Source: an optimization exercise on an open RTL-to-GDS flow (aim: small area, a short achievable clock period and few clock cycles per item). Production flows keep margins and buffers that such runs may drop.
In this exercise RTL edits were held to simulation tests only and were not proved equivalent to the original.

--- flow/run.sh ---
#!/bin/bash
# synth_recipe.tcl (not shown) runs the flow's synth.tcl, then flattens the netlist and writes it again
# the make line also repeats each setting of config.mk as NAME=value (left out here)
make -C /OpenROAD-flow-scripts/flow DESIGN_CONFIG=/design/flow/config.mk WORK_HOME=/design/flow/orfs CLKGATE_MAP_FILE= SYNTH_SCRIPT=/design/flow/synth_recipe.tcl finish
--- flow/config.mk ---
export PLATFORM = sky130hd
export DESIGN_NAME = bitcoin_hash
export DESIGN_NICKNAME = bitcoin_hash
export VERILOG_FILES = /design/flow/design.v
export SDC_FILE = /design/flow/constraint.sdc
export NUM_CORES = 4
export LEC_CHECK = 0
export ABC_AREA = 1
export CAP_MARGIN = 20
export CORE_MARGIN = 2
export CORE_UTILIZATION = 40
export CTS_CLUSTER_DIAMETER = 75
export CTS_CLUSTER_SIZE = 30
export SETUP_SLACK_MARGIN = 5
export SLEW_MARGIN = 20
export TNS_END_PERCENT = 10
--- flow/constraint.sdc ---
create_clock -name core_clock -period 9.0 [get_ports {clk}]
set_input_delay 1.8000 -clock core_clock [delete_from_list [all_inputs] [get_ports {clk}]]
set_output_delay 1.8000 -clock core_clock [all_outputs]
set_load 0.01 [all_outputs]
--- flow/design.v ---
module bitcoin_hash(input logic clk, reset_n, start,
	input logic [15:0] message_addr, output_addr,
	output logic done, mem_we,
	output logic [15:0] mem_addr,
	output logic [31:0] mem_write_data,
	input logic [31:0] mem_read_data);
	function automatic logic [31:0] k(input logic [5:0] i);
		case (i)
			6'd0: k = 32'h428a2f98;
			6'd1: k = 32'h71374491;
			6'd2: k = 32'hb5c0fbcf;
			6'd3: k = 32'he9b5dba5;
			6'd4: k = 32'h3956c25b;
			6'd5: k = 32'h59f111f1;
			6'd6: k = 32'h923f82a4;
			6'd7: k = 32'hab1c5ed5;
			6'd8: k = 32'hd807aa98;
			6'd9: k = 32'h12835b01;
			6'd10: k = 32'h243185be;
			6'd11: k = 32'h550c7dc3;
			6'd12: k = 32'h72be5d74;
			6'd13: k = 32'h80deb1fe;
			6'd14: k = 32'h9bdc06a7;
			6'd15: k = 32'hc19bf174;
			6'd16: k = 32'he49b69c1;
			6'd17: k = 32'hefbe4786;
			6'd18: k = 32'h0fc19dc6;
			6'd19: k = 32'h240ca1cc;
			6'd20: k = 32'h2de92c6f;
			6'd21: k = 32'h4a7484aa;
			6'd22: k = 32'h5cb0a9dc;
			6'd23: k = 32'h76f988da;
			6'd24: k = 32'h983e5152;
			6'd25: k = 32'ha831c66d;
			6'd26: k = 32'hb00327c8;
			6'd27: k = 32'hbf597fc7;
			6'd28: k = 32'hc6e00bf3;
			6'd29: k = 32'hd5a79147;
			6'd30: k = 32'h06ca6351;
			6'd31: k = 32'h14292967;
			6'd32: k = 32'h27b70a85;
			6'd33: k = 32'h2e1b2138;
			6'd34: k = 32'h4d2c6dfc;
			6'd35: k = 32'h53380d13;
			6'd36: k = 32'h650a7354;
			6'd37: k = 32'h766a0abb;
			6'd38: k = 32'h81c2c92e;
			6'd39: k = 32'h92722c85;
			6'd40: k = 32'ha2bfe8a1;
			6'd41: k = 32'ha81a664b;
			6'd42: k = 32'hc24b8b70;
			6'd43: k = 32'hc76c51a3;
			6'd44: k = 32'hd192e819;
			6'd45: k = 32'hd6990624;
			6'd46: k = 32'hf40e3585;
			6'd47: k = 32'h106aa070;
			6'd48: k = 32'h19a4c116;
			6'd49: k = 32'h1e376c08;
			6'd50: k = 32'h2748774c;
			6'd51: k = 32'h34b0bcb5;
			6'd52: k = 32'h391c0cb3;
			6'd53: k = 32'h4ed8aa4a;
			6'd54: k = 32'h5b9cca4f;
			6'd55: k = 32'h682e6ff3;
			6'd56: k = 32'h748f82ee;
			6'd57: k = 32'h78a5636f;
			6'd58: k = 32'h84c87814;
			6'd59: k = 32'h8cc70208;
			6'd60: k = 32'h90befffa;
			6'd61: k = 32'ha4506ceb;
			6'd62: k = 32'hbef9a3f7;
			default: k = 32'hc67178f2;
		endcase
	endfunction
	function automatic logic [31:0] iv(input logic [2:0] i);
		case (i)
			3'd0: iv = 32'h6a09e667;
			3'd1: iv = 32'hbb67ae85;
			3'd2: iv = 32'h3c6ef372;
			3'd3: iv = 32'ha54ff53a;
			3'd4: iv = 32'h510e527f;
			3'd5: iv = 32'h9b05688c;
			3'd6: iv = 32'h1f83d9ab;
			default: iv = 32'h5be0cd19;
		endcase
	endfunction
	function automatic logic [63:0] csa(input logic [31:0] x, y, z);
		csa = {x ^ y ^ z, ((x & y) | (x & z) | (y & z)) << 1};
	endfunction
	function automatic logic [31:0] ror(input logic [31:0] x, input int r);
		ror = (x >> r) | (x << (32 - r));
	endfunction
	logic [31:0] a, b, c, d, e, f, g, h;
	logic [31:0] w [16];
	logic [31:0] mid [8];
	logic [31:0] p;
	logic [7:0] u;
	logic [5:0] kj;
	logic [4:0] n;
	logic b1, run;
	logic [31:0] s0, s1, ch, maj, a_new, e_new;
	logic [31:0] x1s, x1c, x2s, x2c, x3s, x3c, x4s, x4c, x5s, x5c;
	always_comb begin
		s1 = ror(e, 6) ^ ror(e, 11) ^ ror(e, 25);
		ch = (e & f) ^ (~e & g);
		s0 = ror(a, 2) ^ ror(a, 13) ^ ror(a, 22);
		maj = (a & b) ^ (a & c) ^ (b & c);
		{x1s, x1c} = csa(p, ch, d);
		{x2s, x2c} = csa(x1s, x1c, s1);
		e_new = x2s + x2c;
		{x3s, x3c} = csa(p, ch, maj);
		{x4s, x4c} = csa(x3s, x3c, s1);
		{x5s, x5c} = csa(x4s, x4c, s0);
		a_new = x5s + x5c;
	end
	logic run_n, b1_n;
	logic [7:0] u_n;
	always_comb begin
		run_n = run;
		b1_n = b1;
		u_n = u + 8'd1;
		if (!run) begin
			if (start) begin
				run_n = 1;
				b1_n = 1;
				u_n = 8'd64;
			end
		end else if (b1) begin
			if (u == 8'd138) begin
				b1_n = 0;
				u_n = 8'd0;
			end
		end else begin
			if (u == 8'd129) u_n = 8'd0;
			if (u == 8'd0 && n == 5'd15) run_n = 0;
		end
	end
	logic st_mid, st_iv, park, ff_on, fold, kj_clr;
	logic w_mem, w_form, w_ff, w_nonce, w_pad, w_640, w_256;
	always_ff @(posedge clk, negedge reset_n) begin
		if (!reset_n) begin
			st_mid <= 0; st_iv <= 0; park <= 0; ff_on <= 0; fold <= 0; kj_clr <= 0;
			w_mem <= 0; w_form <= 0; w_ff <= 0; w_nonce <= 0; w_pad <= 0; w_640 <= 0; w_256 <= 0;
		end else begin
			st_mid <= run_n && !b1_n && u_n == 8'd0;
			st_iv <= run_n && u_n == 8'd66;
			park <= run_n && (b1_n ? u_n == 8'd131 : u_n == 8'd65);
			ff_on <= run_n && (b1_n ? (u_n >= 8'd131 && u_n <= 8'd138) : (u_n >= 8'd65 && u_n <= 8'd72));
			fold <= run_n && !b1_n && u_n == 8'd129;
			kj_clr <= u_n == 8'd65 || (b1_n ? (u_n == 8'd130 || u_n == 8'd138) : u_n == 8'd129);
			w_form <= run_n && ((u_n >= 8'd81 && u_n <= 8'd128) || (!b1_n && u_n >= 8'd15 && u_n <= 8'd62));
			w_mem <= run_n && (b1_n ? ((u_n >= 8'd65 && u_n <= 8'd80) || u_n == 8'd138)
			                        : (u_n == 8'd129 || u_n == 8'd0 || u_n == 8'd1));
			w_ff <= run_n && !b1_n && u_n >= 8'd65 && u_n <= 8'd72;
			w_nonce <= run_n && !b1_n && u_n == 8'd2;
			w_pad <= run_n && !b1_n && (u_n == 8'd3 || u_n == 8'd73);
			w_640 <= run_n && !b1_n && u_n == 8'd14;
			w_256 <= run_n && !b1_n && u_n == 8'd80;
		end
	end
	logic [31:0] ff_x, ff_y, ff;
	always_comb begin
		ff_x = b1 ? iv(kj[2:0]) : mid[0];
		ff_y = park ? a : w[0];
		ff = ff_x + ff_y;
	end
	logic [31:0] wf, wnew, y1s, y1c, y2s, y2c;
	always_comb begin
		{y1s, y1c} = csa(ror(w[14], 17) ^ ror(w[14], 19) ^ (w[14] >> 10), w[9],
		                 ror(w[1], 7) ^ ror(w[1], 18) ^ (w[1] >> 3));
		{y2s, y2c} = csa(y1s, y1c, w[0]);
		wf = y2s + y2c;
		wnew = ({32{w_form}} & wf) | ({32{w_mem}} & mem_read_data) | ({32{w_ff}} & ff)
		     | ({32{w_nonce}} & {27'd0, n}) | (w_pad ? 32'h80000000 : 32'd0)
		     | (w_640 ? 32'd640 : 32'd0) | (w_256 ? 32'd256 : 32'd0);
	end
	logic [31:0] p_h, p_k;
	always_comb begin
		p_h = st_iv ? iv(3'd7) : (st_mid ? mid[7] : g);
		p_k = fold ? 32'h307b5f59 : k(kj);	 
	end
	always_ff @(posedge clk) begin
		if (st_mid) begin
			a <= mid[0]; b <= mid[1]; c <= mid[2]; d <= mid[3];
			e <= mid[4]; f <= mid[5]; g <= mid[6]; h <= mid[7];
		end else if (st_iv) begin
			a <= iv(0); b <= iv(1); c <= iv(2); d <= iv(3);
			e <= iv(4); f <= iv(5); g <= iv(6); h <= iv(7);
		end else begin
			a <= a_new; b <= a; c <= b; d <= c;
			e <= e_new; f <= e; g <= f; h <= g;
		end
		mem_write_data <= a_new;
		p <= p_h + p_k + w[15];
		for (int i = 0; i < 15; i++) w[i] <= w[i+1];
		w[15] <= wnew;
		if (park) begin
			w[0] <= b; w[1] <= c; w[2] <= d; w[3] <= e;
			w[4] <= f; w[5] <= g; w[6] <= h;
		end
		if (ff_on) begin
			for (int i = 0; i < 7; i++) mid[i] <= mid[i+1];
			mid[7] <= b1 ? ff : mid[0];
		end
		if (kj_clr) kj <= 6'd0;
		else kj <= kj + 6'd1;
	end
	always_ff @(posedge clk, negedge reset_n) begin
		if (!reset_n) begin
			run <= 0;
			b1 <= 0;
			u <= 0;
			n <= 0;
			done <= 1;
			mem_we <= 0;
			mem_addr <= 0;
		end else begin
			run <= run_n;
			b1 <= b1_n;
			u <= u_n;
			mem_we <= 0;
			mem_addr <= mem_addr + 16'd1;
			if (!run) begin
				done <= !start;
				if (start) begin
					n <= 5'd31;
					mem_addr <= message_addr;
				end
			end else if (b1) begin
				if (u == 8'd136) mem_addr <= message_addr + 16'd16;
			end else begin
				if (u == 8'd127) mem_addr <= message_addr + 16'd16;
				if (u == 8'd0 && n != 5'd31) begin
					mem_we <= 1;
					mem_addr <= output_addr + {12'd0, n[3:0]};
				end
				if (u == 8'd1) n <= n + 5'd1;
			end
		end
	end
endmodule
==> out/qor.csv, run 1 <==
stage;metric;value;unit
yosys;main combinational cell family by area after synthesis;simple AND/OR/NAND/NOR gates;
job;Max-cap violations;0;
timing;Fmax achieved;244;MHz
finish;non-filler cells, final;8814;
floorplan;Starting Density;40.2;%
critical_path;Required @ worst endpoint;9.64;ns
floorplan;Boundary Pins;117;
critical_path;crit path DAT;4.73;ns
timing;Hold Vio Cnt, Final;0;
yosys;post-synth top area share;29.9;%
finish;area added between synthesis and finish;15.5;%
placement;number of port buffers;116;
routing;DRC;0;
critical_path;reg-to-reg slack, setup;4.91;ns
yosys;area leader, netlist;dfxtp_1;
yosys;Yosys reg bits;1172;
yosys;Synth Net Count;7248;
floorplan;DIE AREA;149000;um2
finish;final instance area;67400;um2
timing;Fin Setup TNS;0;ns
critical_path;CP Capture Type;register;
run_status;status;complete, no violations;
floorplan;CORE AREA;145000;um2
yosys;multiplexer share of the synthesized area;1.49;%
cts;Clock Tree Buf Depth;3;
routing;final WL;252000;um
grt;pin count of the biggest net entering global routing;153;
grt;initial antenna violation count;20;
routing;Vias;48513;
yosys;Post-synth EDFFs;256;
timing;Final period util;45.5;%
yosys;YS warnings;3;
grt;global route overflow;0;
floorplan;Row Count;140;
timing;Worst-Margin Slew;1.07;ns
yosys;sequential area share after synthesis;45.0;%
routing;1st-iter DRT viols;5711;
yosys;post-synthesis simple-gate area fraction;16.5;%
placement;Inst Count DP;8577;
timing;Setup violations, final;0;
floorplan;width of the die;386;um
grt;number of global-route vias before repair;46146;
critical_path;Worst Path Max Fanout;6;
critical_path;critical path type;reg -> reg;
timing;Hold WS;0.309;ns
cts;CTS H-tree lvls;3;
cts;clock sinks;1172;
yosys;Synth Area in Compound Gates;10.9;%
finish;final net count;7330;
min_path;HP Class;reg -> reg;
yosys;leading cell types by total area after synthesis;dfxtp_1 30%, edfxtp_1 13%, fa_1 8.6%;
grt;first-pass GRT wire length;349000;um
yosys;distinct cell type count after synthesis;68;
timing;Slew Limit Fails;0;
floorplan;die height;386;um
routing;post-route antenna net violation count;0;
yosys;most common cell in the synthesized netlist;nand2_1;
routing;DR pass1 iterations;8;
routing;routed length per placed instance;28.6;um
yosys;post-synthesis cell area;58300;um2
timing;Layout Skew;0.0416;ns
cts;worst skew pair latency;0.75;ns
cts;clock slew at reported path FFs;0.10;ns
cts;CTS tree;built;
timing;slew margin rel.;28.5;%
cts;cts bufs inserted;78;
critical_path;startpoint types;register;
yosys;XOR/XNOR Fraction of Synth Area;5.00;%
grt;gr usage total;33.4;%
yosys;Syn Area/Cell;8.65;um2
yosys;async set or reset register ratio after synthesis;3.92;%
cts;CTS Root Cell;clkbuf_16;
yosys;synth cell count leaders;1125 x nand2_1, 998 x inv_1, 870 x dfxtp_1;
yosys;Mapped Cells;6742;
timing;RSZ-0062 raised after global routing;yes;
placement;Placed Area;61300;um2
yosys;commonest register cell after synthesis;dfxtp_1;
placement;routability cong.;1.06;
routing;Via density;5.50;
finish;layout cells sized above 1;12.5;%
timing;Final min period;4.09;ns
yosys;Synth Area in Adders;12.8;%
placement;dpl hpwl;197000;um
## metrics by stage
| stage | setup slack [ns] | util (%) |
|---|---|---|
| 2_1_floorplan | 5.10 | - |
| 3_3_place_gp | 3.42 | 42.2 |
| 3_5_place_dp | 3.37 | 42.2 |
| 4_1_cts | 4.90 | 45.4 |
| 5_1_grt | 4.81 | 46.4 |
| 6_report | 4.91 | 46.4 |
## flip-flops by register name (all words and copies together), names as in the netlist, 32 cells and up, named ones only
signal,count
h,32
mem_write_data,32
mid,256
e,32
c,32
b,32
p,32
g,32
d,32
f,32
a,32
w,512
## repair_timing
item / 4_1_cts / 5_1_grt
pin swaps: 42 / 88
gates resized for setup: 374 / 294
hold buffers: 0 / 0
buffers inserted: 31 / 43
cloned: 9 / 1
setup endpoints to repair: 193 / 136
## layout by cell type (no fill, tap or decap), types with 37 or more instances in the layout
cell type	instances
buf_4	97
nand2_1	1081
clkdlybuf4s50_1	115
o21ai_2	38
xor2_1	177
inv_2	43
nor2_1	608
nand4_1	55
a21oi_1	450
xnor2_1	129
ha_1	157
a21oi_2	41
o21ai_1	37
inv_1	956
dfxtp_2	47
dfxtp_1	775
dfrtp_1	40
nand2_2	43
nor3_1	44
edfxtp_1	256
nand3_1	315
o21ai_0	332
fa_1	231
clkbuf_16	81
mux2_2	77
o211ai_1	41
dfxtp_4	48
## critical path: stages (launching register included)
cell	delay [ns]
dfxtp_4	0.42
nand2_1	0.12
o21ai_4	0.10
fa_1	0.48
inv_1	0.05
fa_1	0.50
inv_1	0.05
ha_1	0.37
nand2_1	0.13
nor2_1	0.38
nand4_1	0.15
o21ai_1	0.60
nand3_1	0.28
nand3_1	0.14
nand2_1	0.05
nand3_1	0.10
nand2_1	0.07
## logic make-up after synthesis
logic type               after synthesis
AND/OR/NAND/NOR                     2306
buffers and inverters               1256
flip-flops                          1172
AO/OA/AOI/OAI                       1148
adder cells (fa/ha/maj)              450
XOR/XNOR                             333
multiplexers                          77
## layer usage
layer | wire, um | part of all wire [%] | global-route usage (%) | vias to the layer above
met1 | 104000 | 41 | 45.3 | 23771
met2 | 111000 | 44 | 51.1 | 2370
met3 | 22500 | 8.9 | 6.12 | 527
met4 | 14700 | 5.8 | 16.5 | 14
met5 | 101 | 0.040 | 0 | -
li1 | - | - | - | 21831
## worst paths after layout
path                                from  endpoint  cells after the start
worst max-delay path                e[7]     e[27]                     16
min in group asynchronous        reset_n    mem_we                      2
worst max register to register      e[7]     e[27]                     16
max in group asynchronous        reset_n     st_iv                      2
worst min register to register  w[11][8]  w[10][8]                      0
worst min-delay path            w[11][8]  w[10][8]                      0
## layout make-up
cell class,count,area [um2]
clock inverters,61,1030
repair buffers,244,2600
diodes,10,25.0
multi-input cells,4314,28900
flip-flops and latches,1172,26500
well taps,1917,2400
fillers,13976,77800
clock buffers,82,2010
inverters,1014,3860
Testbench counts, summed over its fixed seeds: cycles 51,792, jobs 24.
==> inputs of run 2 (changes only) <==
--- a/flow/config.mk
+++ b/flow/config.mk
@@ -8,9 +8,8 @@
 export ABC_AREA = 1
 export CAP_MARGIN = 20
 export CORE_MARGIN = 2
-export CORE_UTILIZATION = 40
-export CTS_CLUSTER_DIAMETER = 75
-export CTS_CLUSTER_SIZE = 30
+export CORE_UTILIZATION = 50
+export PLACE_DENSITY = 0.8
 export SETUP_SLACK_MARGIN = 5
 export SLEW_MARGIN = 20
 export TNS_END_PERCENT = 10
==> out/qor.csv, run 2 <==
stage;metric;value;unit;change
routing;Via density;5.80;;+5.4%
min_path;HP Class;reg -> reg;;
routing;Vias;49191;;+1.4%
finish;Top reg by flops;w;;
yosys;leading cell types by total area after synthesis;dfxtp_1 30%, edfxtp_1 13%, fa_1 8.6%;;
cts;worst skew pair latency;0.77;ns;+0.02 ns
finish;area added between synthesis and finish;15.2;%;
timing;Slew Limit Fails;0;;unchanged
yosys;area leader, netlist;dfxtp_1;;
routing;Met2 Routed Length;106000;um;-4.9%
timing;Fin Setup TNS;0;ns;unchanged
timing;slew margin rel.;27.2;%;-1.3 points
critical_path;r2r worst-path depth;17;;+1
min_path;HP Start;w[10][10];;
run_status;status;complete, no violations;;
critical_path;delay-heaviest family, CP;adder cells;;
cts;CTS Root Cell;clkbuf_16;;
routing;1st-iter DRT viols;6548;;+15%
yosys;Post-synth EDFFs;256;;unchanged
grt;number of global-route vias before repair;46860;;+1.5%
placement;number of port buffers;116;;unchanged
yosys;Yosys reg bits;1172;;unchanged
yosys;synth cell count leaders;1125 x nand2_1, 998 x inv_1, 870 x dfxtp_1;;
yosys;multiplexer share of the synthesized area;1.49;%;unchanged
yosys;commonest register cell after synthesis;dfxtp_1;;
yosys;sequential area share after synthesis;45.0;%;unchanged
finish;most frequent cells in the layout;1094 x nand2_1, 966 x inv_1, 789 x dfxtp_1, 615 x nor2_1, 467 x a21oi_1;;
critical_path;r2r startpoint;a[30];;
timing;Setup violations, final;0;;unchanged
critical_path;Buf/Inv on CP;5;;+3
yosys;post-synth top area share;29.9;%;unchanged
placement;dpl hpwl;186000;um;-5.1%
grt;pin count of the biggest net entering global routing;137;;-10%
timing;RSZ-0062 raised after global routing;yes;;
timing;Worst-Margin Slew;1.09;ns;+0.0201 ns
placement;routability cong.;1.04;;-1.6%
finish;FILL cells;10199;;-27%
critical_path;startpoint types;register;;
floorplan;Starting Density;50.3;%;+10 points
yosys;Synth Net Count;7248;;unchanged
routing;Max Used Layer;met5;;
routing;post-route antenna net violation count;0;;unchanged
routing;M1 WL;88100;um;-16%
routing;final WL;238000;um;-5.7%
critical_path;reg-to-reg slack, setup;4.66;ns;-0.24 ns
yosys;Syn Area/Cell;8.65;um2;unchanged
floorplan;width of the die;346;um;-10%
critical_path;critical path type;reg -> reg;;
cts;CTS H-tree lvls;3;;unchanged
cts;Clock Tree Buf Depth;3;;unchanged
finish;final net count;7351;;+0.29%
floorplan;Boundary Pins;117;;unchanged
critical_path;crit path DAT;4.95;ns;+0.22 ns
timing;Fmax achieved;231;MHz;-5.6%
floorplan;die height;346;um;-10%
critical_path;Worst Path Max Fanout;4;;-2
timing;Hold WS;0.323;ns;+0.0146 ns
routing;routed length per placed instance;28.1;um;-1.9%
cts;CTS tree;built;;
min_path;Worst Hold End;w[9][10];;
floorplan;Row Count;125;;-11%
critical_path;CP Capture Type;register;;
critical_path;cells along the critical path;buf_4 > o21ai_2 > fa_1 > fa_2 > fa_2 > inv_2 > ha_4 > inv_1 > nor3_4 > nand2_2 > nor3_2 > nand2_1 > nand3b_1 > inv_1 > nand2_2 > nand2_4 > buf_4;;
yosys;Synth Area in Adders;12.8;%;unchanged
routing;DRC;0;;unchanged
yosys;post-synthesis simple-gate area fraction;16.5;%;unchanged
yosys;most common cell in the synthesized netlist;nand2_1;;
critical_path;Max stage delay on crit path;0.68;ns;+0.08 ns
cts;clock sinks;1172;;unchanged
routing;DR pass1 iterations;9;;+1
critical_path;reg2reg end;mem_write_data[31];;
timing;Layout Skew;0.0738;ns;+0.0321 ns
finish;Largest register FFs;512;;unchanged
yosys;async set or reset register ratio after synthesis;3.92;%;unchanged
grt;gr usage total;38.9;%;+5.5 points
grt;first-pass GRT wire length;333000;um;-4.4%
floorplan;CORE AREA;116000;um2;-20%
yosys;main combinational cell family by area after synthesis;simple AND/OR/NAND/NOR gates;;
timing;Hold Vio Cnt, Final;0;;unchanged
timing;Final period util;48.2;%;+2.7 points
yosys;YS warnings;3;;unchanged
grt;initial antenna violation count;8;;-60%
cts;clock slew at reported path FFs;0.07;ns;-0.03 ns
yosys;XOR/XNOR Fraction of Synth Area;5.00;%;unchanged
timing;Final min period;4.34;ns;+0.244 ns
critical_path;Required @ worst endpoint;9.61;ns;-0.03 ns
yosys;Mapped Cells;6742;;unchanged
cts;cts bufs inserted;119;;+53%
job;Max-cap violations;0;;unchanged
finish;layout cells sized above 1;11.7;%;-0.82 points
yosys;post-synthesis cell area;58300;um2;unchanged
min_path;hold path depth;0;;unchanged
grt;global route overflow;0;;unchanged
floorplan;DIE AREA;119000;um2;-20%
yosys;distinct cell type count after synthesis;68;;unchanged
finish;most common cell after layout, fill and taps aside;nand2_1;;
yosys;Synth Area in Compound Gates;10.9;%;unchanged
finish;Largest regs;w x512, mid x256;;
routing;met3 WL post-DR;24300;um;+8.1%
critical_path;slowest CP cell;fa_2;;
==> run 2: cell counts after synthesis <==
No cell type changed its count.
==> run 2: worst reg2reg max path, stage by stage (launching register included) <==
cell      delay [ns]
dfxtp_4         0.45
buf_4           0.22
o21ai_2         0.11
fa_1            0.56
fa_2            0.49
fa_2            0.68
inv_2           0.08
ha_4            0.30
inv_1           0.09
nor3_4          0.19
nand2_2         0.08
nor3_2          0.18
nand2_1         0.09
nand3b_1        0.30
inv_1           0.11
nand2_2         0.09
nand2_4         0.05
buf_4           0.13
==> run 2: worst max path at each step <==
| stage | end | cells past startpoint | slack (ns) | startpoint |
|---|---|---|---|---|
| after floorplan | a[29] | 22 | 5.10 | e[1] |
| after global placement | p[26] | 19 | 3.75 | st_mid |
| after detailed placement | p[26] | 19 | 3.74 | st_mid |
| after CTS | a[21] | 17 | 4.81 | a[20] |
| after global routing | mem_write_data[31] | 18 | 4.65 | c[17] |
| final | mem_write_data[31] | 17 | 4.66 | a[30] |
==> run 2: area by class of cell <==
cell class	count	area, um2	area share (%)
antenna	8	20.0	0.0298
clock buffer	160	3380	5.03
clock inverter	65	886	1.32
inverter	1014	3840	5.72
multi-input combinational	4314	28500	42.5
sequential	1172	26500	39.4
tap	1524	1910	2.84
timing repair buffer	224	2130	3.17
==> run 2: per-stage QoR <==
stage,std cells,instance area (um2),utilization [%],setup WS [ns]
finish,8481,67200,57.9,4.66
global route,8473,67100,57.9,4.65
CTS,8428,65900,56.9,4.81
detailed placement,8180,60700,52.4,3.74
global placement,8180,60700,52.4,3.75
floorplan,6742,58300,-,5.10
==> run 2: per-layer routing <==
| metal | GRT usage (%) | vias to the layer above |
|---|---|---|
| li1 | - | 21860 |
| met1 | 48.9 | 23582 |
| met2 | 60.6 | 3037 |
| met3 | 7.55 | 704 |
| met4 | 26.7 | 8 |
| met5 | 0 | - |
==> run 2: kinds of logic after synthesis <==
| group | Yosys count |
|---|---|
| DFF | 1172 |
| buffers and inverters | 1256 |
| adders and majority gates | 450 |
| xor gates and xnor gates | 333 |
| muxes | 77 |
| and+or+nand+nor | 2306 |
| AOI/OAI and AO/OA | 1148 |
==> run 2: timing repair <==
action	CTS	global route
endpoints found under the setup margin	177	143
gates cloned	0	0
resized for setup	278	245
hold buffers	0	0
pin swaps	25	77
buffers inserted	23	45
hold endpoints to repair	0	0
==> inputs of run 3 (changes only) <==
--- a/flow/config.mk
+++ b/flow/config.mk
@@ -6,10 +6,9 @@
 export NUM_CORES = 4
 export LEC_CHECK = 0
 export ABC_AREA = 1
-export CAP_MARGIN = 20
+export CAP_MARGIN = 0
 export CORE_MARGIN = 2
-export CORE_UTILIZATION = 50
-export PLACE_DENSITY = 0.8
+export CORE_UTILIZATION = 40
 export SETUP_SLACK_MARGIN = 5
-export SLEW_MARGIN = 20
+export SLEW_MARGIN = 0
 export TNS_END_PERCENT = 10
==> out/qor.csv, run 3 <==
stage;metric;value;unit;change
yosys;synth cell count leaders;1125 x nand2_1, 998 x inv_1, 870 x dfxtp_1;;
finish;area added between synthesis and finish;17.0;%;
run_status;status;complete, no violations;;
yosys;Synth Net Count;7248;;unchanged
floorplan;width of the die;386;um;+12%
min_path;hold path depth;0;;unchanged
critical_path;crit path DAT;4.75;ns;-0.20 ns
yosys;Syn Area/Cell;8.65;um2;unchanged
yosys;commonest register cell after synthesis;dfxtp_1;;
job;Max-cap violations;0;;unchanged
cts;CTS H-tree lvls;3;;unchanged
finish;most frequent cells in the layout;1083 x nand2_1, 954 x inv_1, 776 x dfxtp_1, 609 x nor2_1, 453 x a21oi_1;;
yosys;area leader, netlist;dfxtp_1;;
floorplan;CORE AREA;145000;um2;+25%
yosys;most common cell in the synthesized netlist;nand2_1;;
critical_path;r2r startpoint;b[1];;
floorplan;die height;386;um;+12%
critical_path;Worst Path Max Fanout;4;;unchanged
floorplan;Boundary Pins;117;;unchanged
finish;non-filler cells, final;8876;;+4.7%
critical_path;CP Capture Type;register;;
min_path;HP Class;reg -> reg;;
finish;most common cell after layout, fill and taps aside;nand2_1;;
cts;clock slew at reported path FFs;0.06;ns;about the same
yosys;distinct cell type count after synthesis;68;;unchanged
routing;Vias;48614;;-1.2%
critical_path;cells along the critical path;inv_1 > a21oi_2 > fa_1 > inv_1 > fa_1 > inv_1 > fa_1 > ha_2 > fa_2 > nand2_1 > nand2_2 > nand3b_1 > nand2_4 > buf_4 > xor2_1 > o21ai_0;;
yosys;YS warnings;3;;unchanged
placement;routability cong.;1.06;;+1.6%
yosys;leading cell types by total area after synthesis;dfxtp_1 30%, edfxtp_1 13%, fa_1 8.6%;;
timing;Setup violations, final;0;;unchanged
min_path;Worst Hold End;w[10][8];;
routing;DRC;0;;unchanged
grt;pin count of the biggest net entering global routing;153;;+12%
yosys;main combinational cell family by area after synthesis;simple AND/OR/NAND/NOR gates;;
cts;cts bufs inserted;121;;+1.7%
grt;initial antenna violation count;18;;+10
grt;number of global-route vias before repair;46512;;-0.74%
placement;dpl hpwl;197000;um;+5.4%
routing;final WL;252000;um;+5.9%
timing;Fmax achieved;243;MHz;+5.4%
yosys;Synth Area in Adders;12.8;%;unchanged
cts;CTS Root Cell;clkbuf_16;;
yosys;Yosys reg bits;1172;;unchanged
yosys;sequential area share after synthesis;45.0;%;unchanged
routing;DR pass1 iterations;6;;-3
critical_path;reg-to-reg slack, setup;4.88;ns;+0.22 ns
timing;Slew Limit Fails;0;;unchanged
placement;number of port buffers;116;;unchanged
floorplan;Starting Density;40.2;%;-10 points
routing;Via density;5.48;;-5.6%
yosys;Synth Area in Compound Gates;10.9;%;unchanged
yosys;Post-synth EDFFs;256;;unchanged
critical_path;reg2reg end;a[7];;
routing;1st-iter DRT viols;5813;;-11%
min_path;HP Start;w[11][8];;
critical_path;r2r worst-path depth;16;;-1
timing;slew margin rel.;24.6;%;-2.6 points
timing;Final min period;4.12;ns;-0.222 ns
yosys;multiplexer share of the synthesized area;1.49;%;unchanged
cts;Clock Tree Buf Depth;3;;unchanged
timing;Final period util;45.7;%;-2.5 points
finish;final net count;7357;;+0.082%
timing;Hold Vio Cnt, Final;0;;unchanged
timing;Worst-Margin Slew;1.13;ns;+0.0387 ns
timing;RSZ-0062 raised after global routing;yes;;
critical_path;Buf/Inv on CP;4;;-1
finish;Largest regs;w x512, mid x256;;
finish;layout cells sized above 1;13.0;%;+1.3 points
grt;gr usage total;33.4;%;-5.5 points
yosys;post-synth top area share;29.9;%;unchanged
placement;Placed Area;61300;um2;+0.92%
cts;clock sinks;1172;;unchanged
timing;Layout Skew;0.0731;ns;-0.000634 ns
routing;post-route antenna net violation count;0;;unchanged
floorplan;Row Count;140;;+12%
finish;final instance area;68200;um2;+1.6%
yosys;post-synthesis cell area;58300;um2;unchanged
critical_path;Max stage delay on crit path;0.51;ns;-0.17 ns
cts;hold buffers post-CTS;0;;unchanged
critical_path;delay-heaviest family, CP;adder cells;;
yosys;Mapped Cells;6742;;unchanged
placement;Inst Count DP;8577;;+4.9%
grt;global route overflow;0;;unchanged
critical_path;critical path type;reg -> reg;;
yosys;post-synthesis simple-gate area fraction;16.5;%;unchanged
yosys;XOR/XNOR Fraction of Synth Area;5.00;%;unchanged
cts;worst skew pair latency;0.81;ns;+0.04 ns
cts;CTS tree;built;;
critical_path;startpoint types;register;;
routing;routed length per placed instance;28.4;um;+1.2%
timing;Fin Setup TNS;0;ns;unchanged
critical_path;Required @ worst endpoint;9.64;ns;+0.03 ns
critical_path;slowest CP cell;fa_1;;
grt;first-pass GRT wire length;350000;um;+4.8%
floorplan;DIE AREA;149000;um2;+25%
finish;Top reg by flops;w;;
yosys;async set or reset register ratio after synthesis;3.92;%;unchanged
finish;Largest register FFs;512;;unchanged
-- run 3: worst max-delay path by stage --
stage               startpoint    end  slack (ns)  depth (start not counted)
finish                    b[1]   a[7]        4.88                         16
global route              c[0]  a[29]        4.80                         22
CTS                      g[15]  a[20]        4.89                         17
detailed placement       st_iv  p[26]        3.37                         17
global placement         st_iv  p[26]        3.42                         17
floorplan                 e[1]  a[29]        5.10                         22
-- run 3: through the flow --
stage	worst slack [ns]	hold WS, ns	utilization (%)
2_1_floorplan	5.10	0.310	-
3_3_place_gp	3.42	0.310	42.2
3_5_place_dp	3.37	0.312	42.2
4_1_cts	4.89	0.294	46.1
5_1_grt	4.80	0.296	47.0
6_report	4.88	0.295	47.0
-- run 3: cells by family after synthesis --
group | count (synthesis)
AO/OA/AOI/OAI | 1148
XOR/XNOR | 333
adder cells (fa/ha/maj) | 450
buffers and inverters | 1256
flip-flops | 1172
multiplexers | 77
AND/OR/NAND/NOR | 2306
-- run 3: what timing repair did --
item,in CTS,in global routing
setup buffers,19,41
endpoints found under the setup margin,190,134
gates resized for setup,336,311
pin swaps,21,94
cloned,7,1
-- run 3: routing by layer --
| metal | up-vias | wire, um | track usage [%] |
|---|---|---|---|
| li1 | 21885 | - | - |
| met1 | 23725 | 104000 | 45.2 |
| met2 | 2450 | 111000 | 51.6 |
| met3 | 540 | 23100 | 6.18 |
| met4 | 14 | 14700 | 15.7 |
| met5 | - | 96 | 0 |
-- run 3: area by class of cell --
type	count	area [um2]
diodes	3	7.51
multi-input cells	4314	28900
inverters	1014	3850
flip-flops and latches	1172	26500
clock buffers	170	3500
fillers	13945	77000
repair buffers	228	2380
well taps	1917	2400
clock inverters	58	728
==> inputs of run 4 (changes only) <==
==> flow/flow/run.sh (new file) <==
#!/bin/bash
# The standard layout, with the timing repair free to change a cell's
# footprint when it resizes it (the platform default keeps the footprint).
set -euo pipefail
bash standard.sh synth > synth.log 2>&1
bash standard.sh MATCH_CELL_FOOTPRINT=0 finish > layout.log 2>&1
==> flow/standard.sh (new file) <==
#!/bin/bash
# synth_recipe.tcl (not shown) runs the flow's synth.tcl, then flattens the netlist and writes it again
# the make line also repeats each setting of config.mk as NAME=value (left out here)
make -C /OpenROAD-flow-scripts/flow DESIGN_CONFIG=/design/flow/config.mk WORK_HOME=/design/flow/orfs CLKGATE_MAP_FILE= SYNTH_SCRIPT=/design/flow/synth_recipe.tcl "${@:-finish}"
--- a/flow/config.mk
+++ b/flow/config.mk
@@ -6,9 +6,9 @@
 export NUM_CORES = 4
 export LEC_CHECK = 0
 export ABC_AREA = 1
-export CAP_MARGIN = 0
+export CAP_MARGIN = 20
 export CORE_MARGIN = 2
 export CORE_UTILIZATION = 40
 export SETUP_SLACK_MARGIN = 5
-export SLEW_MARGIN = 0
+export SLEW_MARGIN = 20
 export TNS_END_PERCENT = 10
removed: flow/run.sh
==> out/qor.csv, run 4 <==
stage;metric;value;unit;change
critical_path;CP Capture Type;register;;
timing;Setup violations, final;0;;unchanged
cts;cts bufs inserted;121;;unchanged
finish;final net count;7365;;+0.11%
timing;slew margin rel.;25.5;%;+0.89 points
yosys;Synth Net Count;7248;;unchanged
grt;layer with the highest usage;met2;;
grt;gr usage total;33.4;%;about the same
routing;DRC;0;;unchanged
placement;Placed Area;61300;um2;unchanged
timing;Fin Setup TNS;0;ns;unchanged
routing;routed length per placed instance;28.4;um;about the same
timing;Final min period;4.08;ns;-0.0408 ns
finish;Largest regs;w x512, mid x256;;
floorplan;Row Count;140;;unchanged
yosys;synth cell count leaders;1125 x nand2_1, 998 x inv_1, 870 x dfxtp_1;;
timing;Slew Limit Fails;0;;unchanged
timing;Hold Vio Cnt, Final;0;;unchanged
cts;CTS H-tree lvls;3;;unchanged
grt;pin count of the biggest net entering global routing;153;;unchanged
yosys;post-synth top area share;29.9;%;unchanged
floorplan;die height;386;um;unchanged
finish;most common cell after layout, fill and taps aside;nand2_1;;
job;Max-cap violations;0;;unchanged
floorplan;width of the die;386;um;unchanged
run_status;status;complete, no violations;;
routing;Via density;5.46;;-0.23%
cts;clock sinks;1172;;unchanged
finish;final instance area;68400;um2;+0.17%
yosys;Post-synth EDFFs;256;;unchanged
yosys;Syn Area/Cell;8.65;um2;unchanged
grt;GR Util met3;6.04;%;-0.14 points
grt;first-pass GRT wire length;350000;um;about the same
grt;initial antenna violation count;22;;+4
grt;global route overflow;0;;unchanged
critical_path;Max stage delay on crit path;0.52;ns;about the same
placement;dpl hpwl;197000;um;unchanged
cts;CTS tree;built;;
timing;RSZ-0062 raised after global routing;yes;;
critical_path;Required @ worst endpoint;9.71;ns;+0.07 ns
yosys;Mapped Cells;6742;;unchanged
placement;number of port buffers;116;;unchanged
yosys;leading cell types by total area after synthesis;dfxtp_1 30%, edfxtp_1 13%, fa_1 8.6%;;
routing;post-route antenna net violation count;0;;unchanged
cts;Clock Tree Buf Depth;3;;unchanged
grt;number of global-route vias before repair;46539;;+0.058%
floorplan;Starting Density;40.2;%;unchanged
min_path;HP Class;reg -> reg;;
finish;Largest register FFs;512;;unchanged
floorplan;DIE AREA;149000;um2;unchanged
grt;met1 Usage GRT;45.3;%;+0.087 points
finish;FILL cells;13934;;-0.079%
yosys;area leader, netlist;dfxtp_1;;
timing;Fmax achieved;245;MHz;+1.0%
yosys;Yosys reg bits;1172;;unchanged
critical_path;delay-heaviest family, CP;adder cells;;
finish;area added between synthesis and finish;17.2;%;
cts;CTS Root Cell;clkbuf_16;;
routing;final WL;253000;um;+0.11%
critical_path;startpoint types;register;;
routing;DR pass1 iterations;6;;unchanged
critical_path;Worst Path Max Fanout;6;;+2
cts;clock slew at reported path FFs;0.07;ns;about the same
cts;worst skew pair latency;0.81;ns;about the same
finish;Top reg by flops;w;;
critical_path;Buf/Inv on CP;5;;+1
critical_path;cell repeated most along the worst path;fa_1;;
finish;most frequent cells in the layout;1082 x nand2_1, 955 x inv_1, 774 x dfxtp_1, 604 x nor2_1, 452 x a21oi_1;;
finish;layout cells sized above 1;13.2;%;+0.24 points
yosys;async set or reset register ratio after synthesis;3.92;%;unchanged
floorplan;CORE AREA;145000;um2;unchanged
yosys;commonest register cell after synthesis;dfxtp_1;;
routing;Vias;48561;;-0.11%
routing;1st-iter DRT viols;5574;;-4.1%
floorplan;Boundary Pins;117;;unchanged
critical_path;cells along the critical path;buf_12 > maj3_2 > fa_1 > inv_2 > fa_1 > inv_2 > fa_1 > ha_4 > buf_4 > a21oi_4 > o21a_1 > a21boi_2 > nand3_1 > nand2_1 > nand2_4 > o21ai_1 > inv_1;;
timing;Final period util;45.3;%;-0.45 points
timing;Layout Skew;0.0790;ns;+0.00592 ns
grt;met2 Use GR;51.4;%;-0.20 points
yosys;YS warnings;3;;unchanged
yosys;distinct cell type count after synthesis;68;;unchanged
critical_path;critical path type;reg -> reg;;
yosys;sequential area share after synthesis;45.0;%;unchanged
timing;Worst-Margin Slew;1.11;ns;-0.0226 ns
cts;hold buffers post-CTS;0;;unchanged
yosys;post-synthesis cell area;58300;um2;unchanged
placement;routability cong.;1.06;;unchanged
critical_path;slowest CP cell;fa_1;;
critical_path;crit path DAT;4.78;ns;+0.03 ns
yosys;most common cell in the synthesized netlist;nand2_1;;
==> run 4: changes by cell type in the layout (fill, tap and decap cells not counted), sizes merged <==
cell,before,now
buf,105,113
bufbuf,7,0
clkbuf,171,178
diode,3,6
clkinv,35,34
inv,1019,1020
==> run 4: metrics by stage <==
stage | hold WS (ns) | worst slack, ns | std cells | util [%]
finish | 0.296 | 4.92 | 8887 | 47.1
detailed placement | 0.312 | 3.37 | 8577 | 42.2
CTS | 0.294 | 4.89 | 8831 | 46.0
global route | 0.297 | 4.83 | 8883 | 47.1
global placement | 0.310 | 3.42 | 8577 | 42.2
floorplan | 0.310 | 5.10 | 6742 | -
==> run 4: path summary, 6_finish.rpt <==
kind,startpoint,end,slack [ns],cells past startpoint
worst max-delay path,a[24],a[25],4.92,17
worst max register to register,a[24],a[25],4.92,17
min in group asynchronous,reset_n,mem_we,1.17,2
worst min-delay path,w[11][8],w[10][8],0.30,0
max in group asynchronous,reset_n,st_mid,7.21,2
worst min register to register,w[11][8],w[10][8],0.30,0
==> run 4: layout make-up <==
class,count,area [um2],area share (%)
multi-input combinational,4314,29000,42.4
sequential,1172,26500,38.7
inverter,1014,3860,5.65
clock buffer,170,3500,5.12
timing repair buffer,236,2400,3.51
tap,1917,2400,3.51
clock inverter,58,728,1.07
antenna,6,15.0,0.0220
==> run 4: cells by family after synthesis <==
kind of cell	after synthesis	share of synthesized area [%]
buf+inv	1256	8.23
compound gates	1148	10.9
flops	1172	45.0
simple gates	2306	16.5
fa+ha+maj	450	12.8
mux	77	1.49
xor+xnor	333	5.00
==> run 4: timing repair <==
item / in CTS / in global routing
resized for setup: 333 / 342
pin swaps: 21 / 96
endpoints found under the setup margin: 190 / 136
gates cloned: 7 / 2
setup buffers: 19 / 48
==> run 4: per-layer routing <==
layer,wire length [um],vias up
li1,-,21899
met3,23200,568
met5,122,-
met4,16200,18
met2,110000,2353
met1,103000,23723
==> inputs of run 5 (changes only) <==
--- a/flow/design.v
+++ b/flow/design.v
@@ -136,11 +136,11 @@
 		end
 	end
 	logic st_mid, st_iv, park, ff_on, fold, kj_clr;
-	logic w_mem, w_form, w_ff, w_nonce, w_pad, w_640, w_256;
+	logic w_mem, w_form, w_ff, w_g, w_nonce, w_pad, w_640, w_256;
 	always_ff @(posedge clk, negedge reset_n) begin
 		if (!reset_n) begin
 			st_mid <= 0; st_iv <= 0; park <= 0; ff_on <= 0; fold <= 0; kj_clr <= 0;
-			w_mem <= 0; w_form <= 0; w_ff <= 0; w_nonce <= 0; w_pad <= 0; w_640 <= 0; w_256 <= 0;
+			w_mem <= 0; w_form <= 0; w_ff <= 0; w_g <= 0; w_nonce <= 0; w_pad <= 0; w_640 <= 0; w_256 <= 0;
 		end else begin
 			st_mid <= run_n && !b1_n && u_n == 8'd0;
 			st_iv <= run_n && u_n == 8'd66;
@@ -152,6 +152,7 @@
 			w_mem <= run_n && (b1_n ? ((u_n >= 8'd65 && u_n <= 8'd80) || u_n == 8'd138)
 			                        : (u_n == 8'd129 || u_n == 8'd0 || u_n == 8'd1));
 			w_ff <= run_n && !b1_n && u_n >= 8'd65 && u_n <= 8'd72;
+			w_g <= run_n && (b1_n ? u_n == 8'd130 : u_n == 8'd64);
 			w_nonce <= run_n && !b1_n && u_n == 8'd2;
 			w_pad <= run_n && !b1_n && (u_n == 8'd3 || u_n == 8'd73);
 			w_640 <= run_n && !b1_n && u_n == 8'd14;
@@ -161,7 +162,7 @@
 	logic [31:0] ff_x, ff_y, ff;
 	always_comb begin
 		ff_x = b1 ? iv(kj[2:0]) : mid[0];
-		ff_y = park ? a : w[0];
+		ff_y = park ? a : w[8];
 		ff = ff_x + ff_y;
 	end
 	logic [31:0] wf, wnew, y1s, y1c, y2s, y2c;
@@ -171,7 +172,7 @@
 		{y2s, y2c} = csa(y1s, y1c, w[0]);
 		wf = y2s + y2c;
 		wnew = ({32{w_form}} & wf) | ({32{w_mem}} & mem_read_data) | ({32{w_ff}} & ff)
-		     | ({32{w_nonce}} & {27'd0, n}) | (w_pad ? 32'h80000000 : 32'd0)
+		     | ({32{w_g}} & g) | ({32{w_nonce}} & {27'd0, n}) | (w_pad ? 32'h80000000 : 32'd0)
 		     | (w_640 ? 32'd640 : 32'd0) | (w_256 ? 32'd256 : 32'd0);
 	end
 	logic [31:0] p_h, p_k;
@@ -195,8 +196,8 @@
 		for (int i = 0; i < 15; i++) w[i] <= w[i+1];
 		w[15] <= wnew;
 		if (park) begin
-			w[0] <= b; w[1] <= c; w[2] <= d; w[3] <= e;
-			w[4] <= f; w[5] <= g; w[6] <= h;
+			w[8] <= b; w[9] <= c; w[10] <= d;
+			w[11] <= e; w[12] <= f; w[13] <= g;
 		end
 		if (ff_on) begin
 			for (int i = 0; i < 7; i++) mid[i] <= mid[i+1];
==> flow/run.sh (new file) <==
#!/bin/bash
# synth_recipe.tcl (not shown) runs the flow's synth.tcl, then flattens the netlist and writes it again
# the make line also repeats each setting of config.mk as NAME=value (left out here)
make -C /OpenROAD-flow-scripts/flow DESIGN_CONFIG=/design/flow/config.mk WORK_HOME=/design/flow/orfs CLKGATE_MAP_FILE= SYNTH_SCRIPT=/design/flow/synth_recipe.tcl finish
--- a/flow/config.mk
+++ b/flow/config.mk
@@ -9,6 +9,8 @@
 export CAP_MARGIN = 20
 export CORE_MARGIN = 2
 export CORE_UTILIZATION = 40
+export CTS_CLUSTER_DIAMETER = 60
+export CTS_CLUSTER_SIZE = 25
 export SETUP_SLACK_MARGIN = 5
 export SLEW_MARGIN = 20
 export TNS_END_PERCENT = 10
removed: flow/flow/run.sh
removed: flow/standard.sh
==> out/qor.csv, run 5 <==
stage;metric;value;unit;change
run_status;status;complete, no violations;;
floorplan;die height;383;um;-0.69%
placement;number of port buffers;116;;unchanged
critical_path;Required @ worst endpoint;9.62;ns;-0.09 ns
finish;Largest regs;w x512, mid x256;;
finish;final net count;7229;;-1.8%
yosys;commonest register cell after synthesis;dfxtp_1;;
timing;Fin Setup TNS;0;ns;unchanged
critical_path;crit path DAT;4.74;ns;-0.04 ns
timing;slew margin rel.;23.0;%;-2.5 points
routing;Via density;5.47;;+0.17%
routing;final WL;241000;um;-4.4%
placement;routability cong.;1.02;;-3.8%
finish;Core Util, Final;46.4;%;-0.72 points
yosys;Yosys reg bits;1141;;-2.6%
finish;area added between synthesis and finish;15.4;%;
yosys;Post-synth EDFFs;256;;unchanged
finish;non-filler cells, final;8716;;-1.9%
routing;1st-iter DRT viols;4933;;-11%
routing;Max Used Layer;met5;;
critical_path;startpoint types;register;;
yosys;area leader, netlist;dfxtp_1;;
routing;met3 WL post-DR;19600;um;-16%
yosys;Synth Net Count;7151;;-1.3%
grt;pin count of the biggest net entering global routing;152;;-0.65%
yosys;distinct cell type count after synthesis;69;;+1.5%
grt;global route overflow;0;;unchanged
timing;Hold Vio Cnt, Final;0;;unchanged
cts;CTS H-tree lvls;3;;unchanged
routing;Met2 Routed Length;105000;um;-4.1%
routing;DRC;0;;unchanged
routing;routed length per placed instance;27.7;um;-2.6%
routing;post-route antenna net violation count;0;;unchanged
cts;clock slew at reported path FFs;0.08;ns;about the same
timing;Final period util;45.8;%;+0.49 points
finish;Top reg by flops;w;;
cts;Clock Tree Buf Depth;3;;unchanged
cts;worst skew pair latency;0.77;ns;-0.04 ns
grt;initial antenna violation count;14;;-36%
critical_path;reg-to-reg slack, setup;4.88;ns;-0.04 ns
yosys;async set or reset register ratio after synthesis;4.12;%;+0.19 points
floorplan;DIE AREA;147000;um2;-1.4%
floorplan;width of the die;383;um;-0.69%
finish;Largest register FFs;512;;unchanged
yosys;Mapped Cells;6645;;-1.4%
yosys;most common cell in the synthesized netlist;nand2_1;;
timing;Layout Skew;0.0638;ns;-0.0153 ns
grt;first-pass GRT wire length;333000;um;-4.7%
cts;cts bufs inserted;97;;-20%
critical_path;critical path type;reg -> reg;;
timing;Final min period;4.12;ns;+0.0444 ns
yosys;synth cell count leaders;1026 x nand2_1, 1017 x inv_1, 838 x dfxtp_1;;
timing;RSZ-0062 raised after global routing;yes;;
job;Max-cap violations;0;;unchanged
placement;Inst Count DP;8471;;-1.2%
timing;Setup violations, final;0;;unchanged
finish;most frequent cells in the layout;1000 x nand2_1, 988 x inv_1, 743 x dfxtp_1, 578 x nor2_1, 488 x a21oi_1;;
grt;number of global-route vias before repair;45563;;-2.1%
cts;CTS tree;built;;
timing;Slew Limit Fails;0;;unchanged
finish;layout cells sized above 1;11.6;%;-1.6 points
cts;clock sinks;1141;;-2.6%
timing;Worst-Margin Slew;1.15;ns;+0.0456 ns
min_path;HP Class;reg -> reg;;
cts;CTS Root Cell;clkbuf_16;;
critical_path;Worst Path Max Fanout;4;;-2
routing;Vias;47707;;-1.8%
grt;gr usage total;32.0;%;-1.4 points
finish;most common cell after layout, fill and taps aside;nand2_1;;
yosys;sequential area share after synthesis;44.6;%;-0.43 points
yosys;post-synth top area share;29.2;%;-0.69 points
routing;DR pass1 iterations;6;;unchanged
floorplan;Row Count;139;;-0.71%
timing;Fmax achieved;243;MHz;-1.1%
floorplan;CORE AREA;143000;um2;-1.4%
placement;dpl hpwl;191000;um;-2.9%
routing;M1 WL;97600;um;-5.4%
floorplan;Boundary Pins;117;;unchanged
yosys;post-synthesis cell area;57500;um2;-1.4%
yosys;leading cell types by total area after synthesis;dfxtp_1 29%, edfxtp_1 13%, fa_1 8.7%;;
critical_path;CP Capture Type;register;;
yosys;Syn Area/Cell;8.65;um2;about the same
yosys;YS warnings;3;;unchanged
floorplan;Starting Density;40.2;%;about the same
-- run 5: cell types whose count changed after synthesis, sizes merged, moves of 10 or more --
cell    delta
buf       -16
dfxtp     -32
a21oi     +31
nand3     -15
xnor2     +13
mux2      -28
clkbuf    +10
nand2    -100
inv       +21
nor2      -26
o21ai     +35
or2       +10
-- run 5: kinds of logic after synthesis --
| group | Yosys count | synth area share (%) |
|---|---|---|
| adder cells (fa/ha/maj) | 449 | 13.0 |
| multiplexers | 49 | 0.960 |
| AND/OR/NAND/NOR | 2160 | 15.9 |
| XOR/XNOR | 341 | 5.19 |
| buffers and inverters | 1269 | 8.42 |
| AO/OA/AOI/OAI | 1236 | 12.0 |
| flip-flops | 1141 | 44.6 |
-- run 5: stage by stage --
| step | hold WS (ns) | instance area (um2) | setup slack [ns] |
|---|---|---|---|
| after floorplan | 0.310 | 57500 | 5.06 |
| after global placement | 0.310 | 60500 | 3.71 |
| after detailed placement | 0.312 | 60500 | 3.71 |
| after CTS | 0.326 | 65200 | 4.84 |
| after global routing | 0.323 | 66300 | 4.80 |
| final | 0.322 | 66400 | 4.88 |
-- run 5: worst max-delay path, cell delays in order (launching register included) --
cell,delay [ns]
dfxtp_4,0.37
maj3_1,0.38
fa_1,0.53
inv_1,0.09
fa_1,0.55
inv_1,0.08
fa_2,0.57
ha_4,0.23
a21oi_1,0.20
o21a_1,0.23
nor2_1,0.08
o21ai_1,0.23
nand4_1,0.16
nand3_1,0.17
o21ai_0,0.12
-- run 5: layer usage --
metal / vias up / track usage, %
li1: 21562 / -
met1: 23327 / 41.9
met2: 2281 / 49.4
met3: 525 / 5.11
met4: 12 / 20.2
met5: - / 0
-- run 5: worst paths after layout --
check,startpoint,end,cells past startpoint
max,a[11],a[24],14
min,w[2][16],w[1][16],0
max reg2reg,a[11],a[24],14
min reg2reg,w[2][16],w[1][16],0
max in group asynchronous,reset_n,park,2
min in group asynchronous,reset_n,mem_addr[5],2
-- run 5: cell type report --
cell class,instances,area [um2]
inverter,1033,3940
sequential,1141,25900
tap,1903,2380
clock buffer,105,2540
clock inverter,77,1190
multi-input combinational,4235,28400
fill,13826,76800
antenna,7,17.5
timing repair buffer,214,2050
timing repair inverter,1,11.3
-- run 5: timing repair --
action / CTS / global route
buffers inserted: 26 / 28
hold buffers: 0 / 0
gates resized for setup: 290 / 254
pin swaps: 33 / 39
gates cloned: 0 / 2
setup endpoints to repair: 168 / 144
Testbench counts of run 5, summed over its fixed seeds: cycles 51,792, jobs 24.
==> inputs of run 6 (changes only) <==
--- a/flow/config.mk
+++ b/flow/config.mk
@@ -11,6 +11,7 @@
 export CORE_UTILIZATION = 40
 export CTS_CLUSTER_DIAMETER = 60
 export CTS_CLUSTER_SIZE = 25
+export GPL_ROUTABILITY_DRIVEN = 0
 export SETUP_SLACK_MARGIN = 5
 export SLEW_MARGIN = 20
 export TNS_END_PERCENT = 10
==> out/qor.csv, run 6 <==
stage;metric;value;unit;change
floorplan;CORE AREA;143000;um2;unchanged
yosys;Mapped Cells;6645;;unchanged
placement;Placed Area;60400;um2;-0.13%
run_status;status;complete, no violations;;
grt;gr usage total;29.2;%;-2.8 points
routing;1st-iter DRT viols;6165;;+25%
floorplan;DIE AREA;147000;um2;unchanged
timing;Final period util;45.9;%;+0.11 points
cts;Clock Tree Buf Depth;3;;unchanged
yosys;Synth Area in Adders;13.0;%;unchanged
routing;DRC;0;;unchanged
cts;hold buffers post-CTS;0;;unchanged
timing;Worst Slack Setup Final;4.87;ns;-0.00976 ns
routing;routed length per placed instance;25.4;um;-8.2%
finish;Top reg by flops;w;;
yosys;multiplexer share of the synthesized area;0.960;%;unchanged
yosys;Syn Area/Cell;8.65;um2;unchanged
cts;worst skew pair latency;0.77;ns;about the same
critical_path;startpoint types;register;;
floorplan;Boundary Pins;117;;unchanged
yosys;area leader, netlist;dfxtp_1;;
routing;Vias;48231;;+1.1%
critical_path;crit path from;a[7];;
critical_path;Worst Path Max Fanout;6;;+2
critical_path;crit path DAT;4.75;ns;about the same
placement;number of port buffers;116;;unchanged
finish;Largest regs;w x512, mid x256;;
grt;global route overflow;0;;unchanged
cts;CTS Root Cell;clkbuf_16;;
routing;final WL;221000;um;-8.6%
yosys;YS warnings;3;;unchanged
finish;layout cells sized above 1;10.8;%;-0.81 points
yosys;Post-synth EDFFs;256;;unchanged
critical_path;Required @ worst endpoint;9.62;ns;about the same
timing;Final min period;4.13;ns;+0.00976 ns
grt;number of global-route vias before repair;45062;;-1.1%
yosys;post-synthesis cell area;57500;um2;unchanged
yosys;leading cell types by total area after synthesis;dfxtp_1 29%, edfxtp_1 13%, fa_1 8.7%;;
timing;Hold Vio Cnt, Final;0;;unchanged
grt;first-pass GRT wire length;311000;um;-6.7%
critical_path;CP Capture Type;register;;
critical_path;r2r startpoint;a[7];;
cts;clock sinks;1141;;unchanged
job;Max-cap violations;0;;unchanged
finish;most frequent cells in the layout;1004 x nand2_1, 986 x inv_1, 751 x dfxtp_1, 583 x nor2_1, 487 x a21oi_1;;
yosys;Synth Area in Compound Gates;12.0;%;unchanged
floorplan;width of the die;383;um;unchanged
finish;final instance area;65900;um2;-0.71%
critical_path;reg-to-reg slack, setup;4.87;ns;about the same
timing;Fin Setup TNS;0;ns;unchanged
timing;RSZ-0062 raised after global routing;yes;;
critical_path;r2r worst-path depth;18;;+4
min_path;HP Class;reg -> reg;;
timing;Slew Limit Fails;0;;unchanged
critical_path;critical path type;reg -> reg;;
yosys;Synth Net Count;7151;;unchanged
timing;Setup violations, final;0;;unchanged
yosys;post-synth top area share;29.2;%;unchanged
timing;slew margin rel.;19.6;%;-3.4 points
finish;most common cell after layout, fill and taps aside;nand2_1;;
cts;CTS tree;built;;
yosys;commonest register cell after synthesis;dfxtp_1;;
yosys;synth cell count leaders;1026 x nand2_1, 1017 x inv_1, 838 x dfxtp_1;;
grt;initial antenna violation count;12;;-2
yosys;distinct cell type count after synthesis;69;;unchanged
finish;Largest register FFs;512;;unchanged
placement;pre-CTS setup slack;3.98;ns;+0.264 ns
cts;clock slew at reported path FFs;0.09;ns;about the same
floorplan;Starting Density;40.2;%;unchanged
grt;pin count of the biggest net entering global routing;165;;+8.6%
timing;Worst-Margin Slew;1.21;ns;+0.0529 ns
min_path;HP Start;w[7][22];;
floorplan;Row Count;139;;unchanged
yosys;sequential area share after synthesis;44.6;%;unchanged
timing;Fmax achieved;242;MHz;-0.24%
timing;Layout Skew;0.0618;ns;-0.00192 ns
placement;dpl hpwl;172000;um;-10%
placement;Inst Count DP;8459;;-0.14%
routing;post-route antenna net violation count;0;;unchanged
finish;final net count;7205;;-0.33%
finish;area added between synthesis and finish;14.6;%;
yosys;Yosys reg bits;1141;;unchanged
routing;Via density;5.55;;+1.4%
yosys;XOR/XNOR Fraction of Synth Area;5.19;%;unchanged
routing;DR pass1 iterations;7;;+1
yosys;main combinational cell family by area after synthesis;simple AND/OR/NAND/NOR gates;;
yosys;post-synthesis simple-gate area fraction;15.9;%;unchanged
yosys;most common cell in the synthesized netlist;nand2_1;;
cts;CTS H-tree lvls;3;;unchanged
yosys;async set or reset register ratio after synthesis;4.12;%;unchanged
floorplan;die height;383;um;unchanged
cts;cts bufs inserted;91;;-6.2%
critical_path;reg2reg end;a[19];;
finish;non-filler cells, final;8687;;-0.33%
critical_path;CP endpoint;a[19];;
==> run 6: cell families after synthesis <==
group / after synthesis
AOI/OAI and AO/OA: 1236
xor gates and xnor gates: 341
adders and majority gates: 449
buffers and inverters: 1269
DFF: 1141
muxes: 49
and+or+nand+nor: 2160
==> run 6: through the flow <==
stage	utilization [%]	hold WS, ns
floorplan	-	0.310
global placement	42.2	0.310
detailed placement	42.2	0.312
CTS	45.2	0.322
global route	46.0	0.326
finish	46.0	0.323
==> run 6: area by class of cell <==
type                            count  area [um2]
Fill cell                       13628       77300
Antenna cell                        7        17.5
Timing Repair Buffer              197        1950
Clock inverter                     75        1140
Multi-Input combinational cell   4235       28300
Sequential cell                  1141       25900
Clock buffer                       96        2350
Tap cell                         1903        2380
Inverter                         1033        3930
==> run 6: metal layers <==
layer / global-route usage (%) / wire length [um] / up-vias
met5: 0 / 62 / -
met4: 16.7 / 16400 / 8
met3: 6.70 / 25800 / 619
met2: 43.0 / 91800 / 2976
met1: 39.3 / 86800 / 23133
li1: - / - / 21495
==> run 6: how the worst min path moves through the flow <==
stage,to,depth (start not counted)
global route,w[1][8],0
floorplan,w[1][0],0
detailed placement,w[3][23],0
CTS,w[4][12],0
global placement,w[3][6],0
finish,w[6][22],0
==> run 6: worst max-delay path, stage by stage, from the launching register on <==
cell and delay (ns):
dfxtp_1 0.31, buf_6 0.17, maj3_2 0.33, fa_2 0.54, inv_2 0.08, fa_1 0.53
inv_1 0.08, fa_2 0.56, ha_4 0.23, nand2_2 0.14, nor2_2 0.06, nand2_1 0.08
inv_1 0.08, a21oi_2 0.17, nor2_1 0.06, o21bai_1 0.28, nand3_2 0.17, nand2_1 0.10
inv_1 0.04
==> run 6: what timing repair did <==
item / in CTS / in global routing
endpoints found under the setup margin: 167 / 140
gates resized for setup: 242 / 259
setup buffers: 15 / 34
pin swaps: 21 / 58
hold endpoints to repair: 0 / 0
cloned: 0 / 1
==> inputs of run 7 (changes only) <==
--- a/flow/config.mk
+++ b/flow/config.mk
@@ -11,7 +11,6 @@
 export CORE_UTILIZATION = 40
 export CTS_CLUSTER_DIAMETER = 60
 export CTS_CLUSTER_SIZE = 25
-export GPL_ROUTABILITY_DRIVEN = 0
 export SETUP_SLACK_MARGIN = 5
 export SLEW_MARGIN = 20
-export TNS_END_PERCENT = 10
+export TNS_END_PERCENT = 1
==> out/qor.csv, run 7 <==
stage;metric;value;unit;change
run_status;status;complete, no violations;;
finish;layout cells sized above 1;10.2;%;-0.57 points
critical_path;crit path from;a[23];;
timing;Slew Limit Fails;0;;unchanged
critical_path;startpoint types;register;;
finish;area added between synthesis and finish;14.4;%;
timing;Hold Vio Cnt, Final;0;;unchanged
floorplan;Starting Density;40.2;%;unchanged
yosys;sequential area share after synthesis;44.6;%;unchanged
timing;Setup violations, final;0;;unchanged
min_path;HP Class;reg -> reg;;
yosys;post-synth top area share;29.2;%;unchanged
routing;final WL;240000;um;+8.6%
cts;worst skew pair latency;0.77;ns;about the same
critical_path;cells along the critical path;a21oi_1 > a21oi_4 > fa_1 > inv_1 > fa_1 > inv_1 > fa_1 > ha_1 > nand2_1 > nor2_1 > inv_1 > nor2_2 > nand3_1 > nand3_1 > nand2_1 > nand3_1 > o21ai_0;;
critical_path;critical path type;reg -> reg;;
critical_path;CP endpoint;a[24];;
timing;slew margin rel.;23.0;%;+3.5 points
finish;most common cell after layout, fill and taps aside;nand2_1;;
floorplan;Boundary Pins;117;;unchanged
floorplan;width of the die;383;um;unchanged
yosys;Yosys reg bits;1141;;unchanged
routing;DR pass1 iterations;8;;+1
yosys;Syn Area/Cell;8.65;um2;unchanged
cts;cts bufs inserted;97;;+6.6%
routing;DRC;0;;unchanged
cts;CTS Root Cell;clkbuf_16;;
timing;Final period util;45.7;%;-0.16 points
yosys;commonest register cell after synthesis;dfxtp_1;;
floorplan;CORE AREA;143000;um2;unchanged
yosys;async set or reset register ratio after synthesis;4.12;%;unchanged
critical_path;Max stage delay on crit path;0.51;ns;-0.05 ns
routing;Vias;47393;;-1.7%
finish;FILL cells;13861;;+1.7%
grt;initial antenna violation count;13;;+1
yosys;leading cell types by total area after synthesis;dfxtp_1 29%, edfxtp_1 13%, fa_1 8.7%;;
critical_path;slowest CP cell;fa_1;;
yosys;synth cell count leaders;1026 x nand2_1, 1017 x inv_1, 838 x dfxtp_1;;
timing;Fmax achieved;243;MHz;+0.34%
floorplan;DIE AREA;147000;um2;unchanged
timing;Fin Setup TNS;0;ns;unchanged
placement;Placed Area;60500;um2;+0.13%
critical_path;reg2reg end;a[24];;
timing;RSZ-0062 raised after global routing;yes;;
run 7: through the flow:
stage | cells | hold slack, ns | worst slack [ns] | utilization, %
after floorplan | 6645 | 0.310 | 5.06 | -
after global placement | 8471 | 0.310 | 3.71 | 42.2
after detailed placement | 8471 | 0.312 | 3.71 | 42.2
after CTS | 8662 | 0.326 | 4.84 | 45.3
after global routing | 8689 | 0.323 | 4.74 | 46.0
final | 8697 | 0.322 | 4.88 | 46.0
run 7: cell families after synthesis:
| logic type | share of synthesized area, % |
|---|---|
| AOI/OAI and AO/OA | 12.0 |
| xor gates and xnor gates | 5.19 |
| adders and majority gates | 13.0 |
| buffers and inverters | 8.42 |
| DFF | 44.6 |
| muxes | 0.960 |
| and+or+nand+nor | 15.9 |
run 7: final cells by class:
cell class                 instances  area (um2)  share of cell area [%]
antenna                            8        20.0                  0.0304
clock buffer                     105        2540                    3.86
clock inverter                    77        1190                    1.81
inverter                        1033        3930                    5.97
multi-input combinational       4235       28100                    42.7
sequential                      1141       25800                    39.2
tap                             1903        2380                    3.62
timing repair buffer             194        1840                    2.79
timing repair inverter             1        11.3                  0.0171
run 7: worst min-delay path by stage:
stage / from / to / slack (ns) / depth (start not counted)
detailed placement: w[2][1] / w[1][1] / 0.31 / 0
finish: w[2][16] / w[1][16] / 0.32 / 0
CTS: w[2][16] / w[1][16] / 0.33 / 0
global placement: w[7][7] / w[6][7] / 0.31 / 0
floorplan: w[2][0] / w[1][0] / 0.31 / 0
global route: w[5][6] / w[4][6] / 0.32 / 0
run 7: layer usage:
layer / wire length [um] / GRT usage, % / up-vias
li1: - / - / 21545
met1: 97900 / 42.0 / 23127
met2: 105000 / 49.3 / 2206
met3: 18900 / 4.97 / 505
met4: 18100 / 20.1 / 10
met5: 58 / 0 / -
run 7: worst max-delay path: cells and delay by family, from the launching register on:
kind | cells | cell delay, ns
flops | 1 | 0.42
simple gates | 7 | 0.93
compound gates | 3 | 0.47
fa+ha+maj | 4 | 1.91
buf+inv | 3 | 0.23
run 7: timing repair:
action / in CTS / in global routing
pin swaps: 12 / 40
endpoints found under the setup margin: 168 / 148
gates resized for setup: 209 / 222
gates cloned: 0 / 1
buffers inserted: 9 / 26

[what the ideal ports hide]
The results above use ideal ports. As a check the final layouts listed here were re-extracted and re-timed, cells and wires unchanged. Step 1: set_driving_cell puts a clkbuf_16 on clk and a buf_2 on each other input, an assumption about the parent block. Step 2 moves the port delays by t, midway between the first and last clock arrival at a register: inputs arrive t later, outputs are due t later. That takes back most of the time a late clock gives input paths. Three values: no drivers, after step 1, after step 2; two values: the first two.
run	shift t [ns]	slack for setup (ns)	worst hold slack (ns)
run 1	0.810	4.906 / 4.906 / 4.335	0.309 / 0.309 / 0.309
run 2	0.815	4.662 / 4.662 / 4.561	0.323 / 0.323 / 0.323
run 3	0.859	4.884 / 4.884 / 4.259	0.295 / 0.295 / 0.295
run 4	0.862	4.924 / 4.924 / 4.187	0.296 / 0.296 / 0.296
run 5	0.824	4.880 / 4.880 / 4.513	0.322 / 0.322 / 0.322
run 6	0.825	4.870 / 4.870 / 4.488	0.323 / 0.323 / 0.323
run 7	0.824	4.884 / 4.884 / 4.505	0.322 / 0.322 / 0.322
After both steps every run listed still meets setup and hold. For run 4, which loses most, drivers alone change the setup slack by 0.000 ns; drivers and shift together by -0.737 ns.
